What follows belongs to an exercise in optimizing a design on an open flow for small area; a production flow would make more cautious choices.
Function was checked by simulation only, so behaviour that the tests miss may differ from the original.
Power is estimated from default activity; no workload was simulated.

// enduro_video
module enduro_video(iRST_n,
                    iVGA_CLK,
                    show_cars,
                    car_user_x,
                    car2_x,
                    car2_y,
                    car3_x,
                    car3_y,
                    oBLANK_n,
                    oHS,
                    oVS,
                    b_data,
                    g_data,
                    r_data);
input iRST_n;
input iVGA_CLK;
input show_cars;
input [9:0] car_user_x;
input [9:0] car2_x;
input [9:0] car2_y;
input [9:0] car3_x;
input [9:0] car3_y;
output oBLANK_n;
output reg oHS;
output reg oVS;
output [7:0] b_data;
output [7:0] g_data;
output [7:0] r_data;
function [9:0] dec10(input [9:0] a, input bin);
  integer i;
  reg b;
  begin
    b = bin;
    for (i = 0; i < 10; i = i + 1) begin
      dec10[i] = a[i] ^ b;
      b = b & ~a[i];
    end
  end
endfunction
reg [9:0] XN;
reg [9:0] YN;
wire x_wrap = (~XN[0] & ~XN[1] & ~XN[2] & ~XN[3] & ~XN[4] & ~XN[8] & ~XN[9]);      
wire x_h0 = (~XN[0] & ~XN[1] & ~XN[2] & ~XN[3] & XN[4] & XN[5] & XN[6] & ~XN[7] & ~XN[9]);          
wire x_eol = (XN[0] & ~XN[1] & ~XN[2] & ~XN[3] & XN[4] & XN[5] & XN[6] & ~XN[7] & ~XN[9]);        
wire x_hs = (~XN[4] & ~XN[5] & ~XN[6]) | (XN[4] & XN[5] & XN[6]) | (XN[7]) | (XN[9]);          
wire x_blank = (~XN[8] & XN[9]) | (~XN[7] & XN[9]) | (~XN[5] & XN[7]) | (~XN[6] & XN[7]) | (~XN[1] & XN[7] & XN[8]) | (~XN[4] & XN[7] & XN[8]) | (~XN[0] & XN[7] & XN[8]) | (XN[7] & XN[8] & ~XN[9]) | (~XN[3] & XN[9]) | (~XN[2] & XN[9]) | (XN[0] & XN[1] & XN[2] & XN[3] & XN[4] & XN[5] & XN[6] & ~XN[7]);    
wire y_wrap = (~YN[2] & ~YN[3] & ~YN[9]);      
wire y_vs = (~YN[4]) | (YN[3]) | (YN[5]) | (YN[6]) | (YN[7]) | (YN[8]) | (YN[0] & ~YN[1]) | (YN[1] & YN[2]) | (~YN[0] & ~YN[2]);          
wire y_blank = (YN[8] & YN[9]) | (YN[7] & ~YN[8]) | (YN[6] & ~YN[8]) | (YN[5] & ~YN[8]);    
always @(posedge iVGA_CLK, negedge iRST_n)
  if (!iRST_n) begin
    XN <= ~10'd655;
    YN <= ~10'd491;
  end else begin
    XN <= dec10(XN, 1'b1) | {10{x_wrap}};
    YN <= dec10(YN, x_eol) | {10{x_eol & y_wrap}};
  end
always @(posedge iVGA_CLK, negedge iRST_n)
  if (!iRST_n) begin
    oHS <= 1'b0;
    oVS <= 1'b0;
  end else begin
    oHS <= x_h0 ? oHS : x_hs;
    oVS <= x_h0 ? oVS : y_vs;
  end
  ...
For scale: roughly 390 cells after synthesis, ~29 flip-flops, ~80 I/O pins, ~3500 sq um of cells after synthesis.
==> flow/config.mk <==
export PLATFORM = sky130hd
export DESIGN_NAME = enduro_video
export DESIGN_NICKNAME = enduro_video
export VERILOG_FILES = /design/flow/design.v
export SDC_FILE = /design/flow/constraint.sdc
export NUM_CORES = 4
export LEC_CHECK = 0
export CAP_MARGIN = 20
export CORE_MARGIN = 2
export CORE_UTILIZATION = 60
export SLEW_MARGIN = 20
==> flow/constraint.sdc <==
create_clock -name core_clock -period 15.0 [get_ports {iVGA_CLK}]
set_input_delay 3.0000 -clock core_clock [delete_from_list [all_inputs] [get_ports {iVGA_CLK}]]
set_output_delay 3.0000 -clock core_clock [all_outputs]
set_load 0.01 [all_outputs]
standard.sh (not shown) runs the stock make flow with config.mk's settings and CLKGATE_MAP_FILE= SYNTH_SCRIPT=/design/flow/synth_recipe.tcl, a recipe that flattens the netlist after the stock synthesis.
==> flow/flow/run.sh <==
#!/bin/bash
# Own layout flow: the standard flow (standard.sh) with two changes:
#  - synthesis maps the logic with the area-oriented ABC script flow/abc.script
#    (which restructures the logic with &deepsyn for two minutes before mapping)
#    (everything else in ORFS's synthesis, and the standard flow's wrapper around it, is unchanged,
#    so the registers keep the standard synthesis's names and cell types);
#  - the port buffers that global placement inserts are sky130_fd_sc_hd__buf_1;
#  - clock tree synthesis builds its tree from sky130_fd_sc_hd__clkbuf_8 and adds
#    no dummy loads.
# Each tool's output goes to a log file here; ORFS's own logs are under orfs/logs.
set -euo pipefail
W=$PWD
# ORFS's synth.tcl, with its abc call given our script
sed 's|^\( *\)log_cmd abc {\*}$abc_args|\1set abc_args [lreplace $abc_args 1 1 '"$W"'/flow/abc.script]\n\1log_cmd abc {*}$abc_args|' \
  "$FLOW_HOME/scripts/synth.tcl" > "$W/own_synth.tcl"
grep -q "flow/abc.script" "$W/own_synth.tcl"
sed "s|\$::env(SCRIPTS_DIR)/synth.tcl|$W/own_synth.tcl|" synth_recipe.tcl > own_synth_recipe.tcl
grep -q "own_synth.tcl" own_synth_recipe.tcl
sed "s|SYNTH_SCRIPT=[^ ]*|SYNTH_SCRIPT=$W/own_synth_recipe.tcl|" standard.sh > own_standard.sh
grep -q "own_synth_recipe.tcl" own_standard.sh
export BUFFER_PORTS_ARGS="-buffer_cell sky130_fd_sc_hd__buf_1"
export CTS_ARGS="-sink_clustering_enable -repair_clock_nets -buf_list sky130_fd_sc_hd__clkbuf_8 -dont_use_dummy_load"
bash own_standard.sh synth > synth.log 2>&1
bash own_standard.sh > layout.log 2>&1
==> flow/flow/abc.script <==
strash
&get -n
&fraig -x
&put
scorr
dc2
strash
&get -n
&deepsyn -T 120
&dch -f
&nf -R 1000
&put
Change:
--- a/flow/flow/run.sh
+++ b/flow/flow/run.sh
@@ -4 +3,0 @@
-#    (which restructures the logic with &deepsyn for two minutes before mapping)
==> flow/flow/abc.script (replaced) <==
strash
&get -n
&fraig -x
&put
scorr
dc2
strash
&get -n
&dch -f
&nf -R 1000
&put
Effect: The new run finished clean; area after synthesis grows by 3.9%; power rose by 4.9%; flip-flop and latch count stays the same; cell area climbs by 3.7%; non-clock buffer count does not change; via count climbs by 5.6%; global-route usage climbs by 0.43 points; first-iteration DRC count fell by 23%; count of clock-buffer cells in the layout is unchanged; register-to-register slack got worse by 0.24 ns.

## re-timing with driven ports
The results above use ideal ports. As a check the final layouts listed here were re-extracted and re-timed, cells and wires unchanged.
Step 1 assumes that a clkbuf_16 drives the clock port and a buf_2 every other input.
Step 2 times the ports against the registers' clock, not the clock port: input delays grow and output delays shrink by t, the midpoint of the rising clock arrivals with the driver on.
a / b / c = no drivers / after step 1 / after step 2; a / b = the first two.
run | t, ns | setup slack, ns | worst setup path at the end | slew at the worst register clock pin (ns) | cell pins on the clock port's net
the first run | 0.302 | 5.358 / 5.363 / 5.061 | input to register | 0.07 / 0.07 | 1
the second run | 0.314 | 5.113 / 5.122 / 4.809 | input to register | 0.07 / 0.07 | 1
After both steps every run listed still meets setup and hold. The setup slack of the second run, which loses most, moves by +0.009 ns with the drivers and by -0.304 ns with both steps.
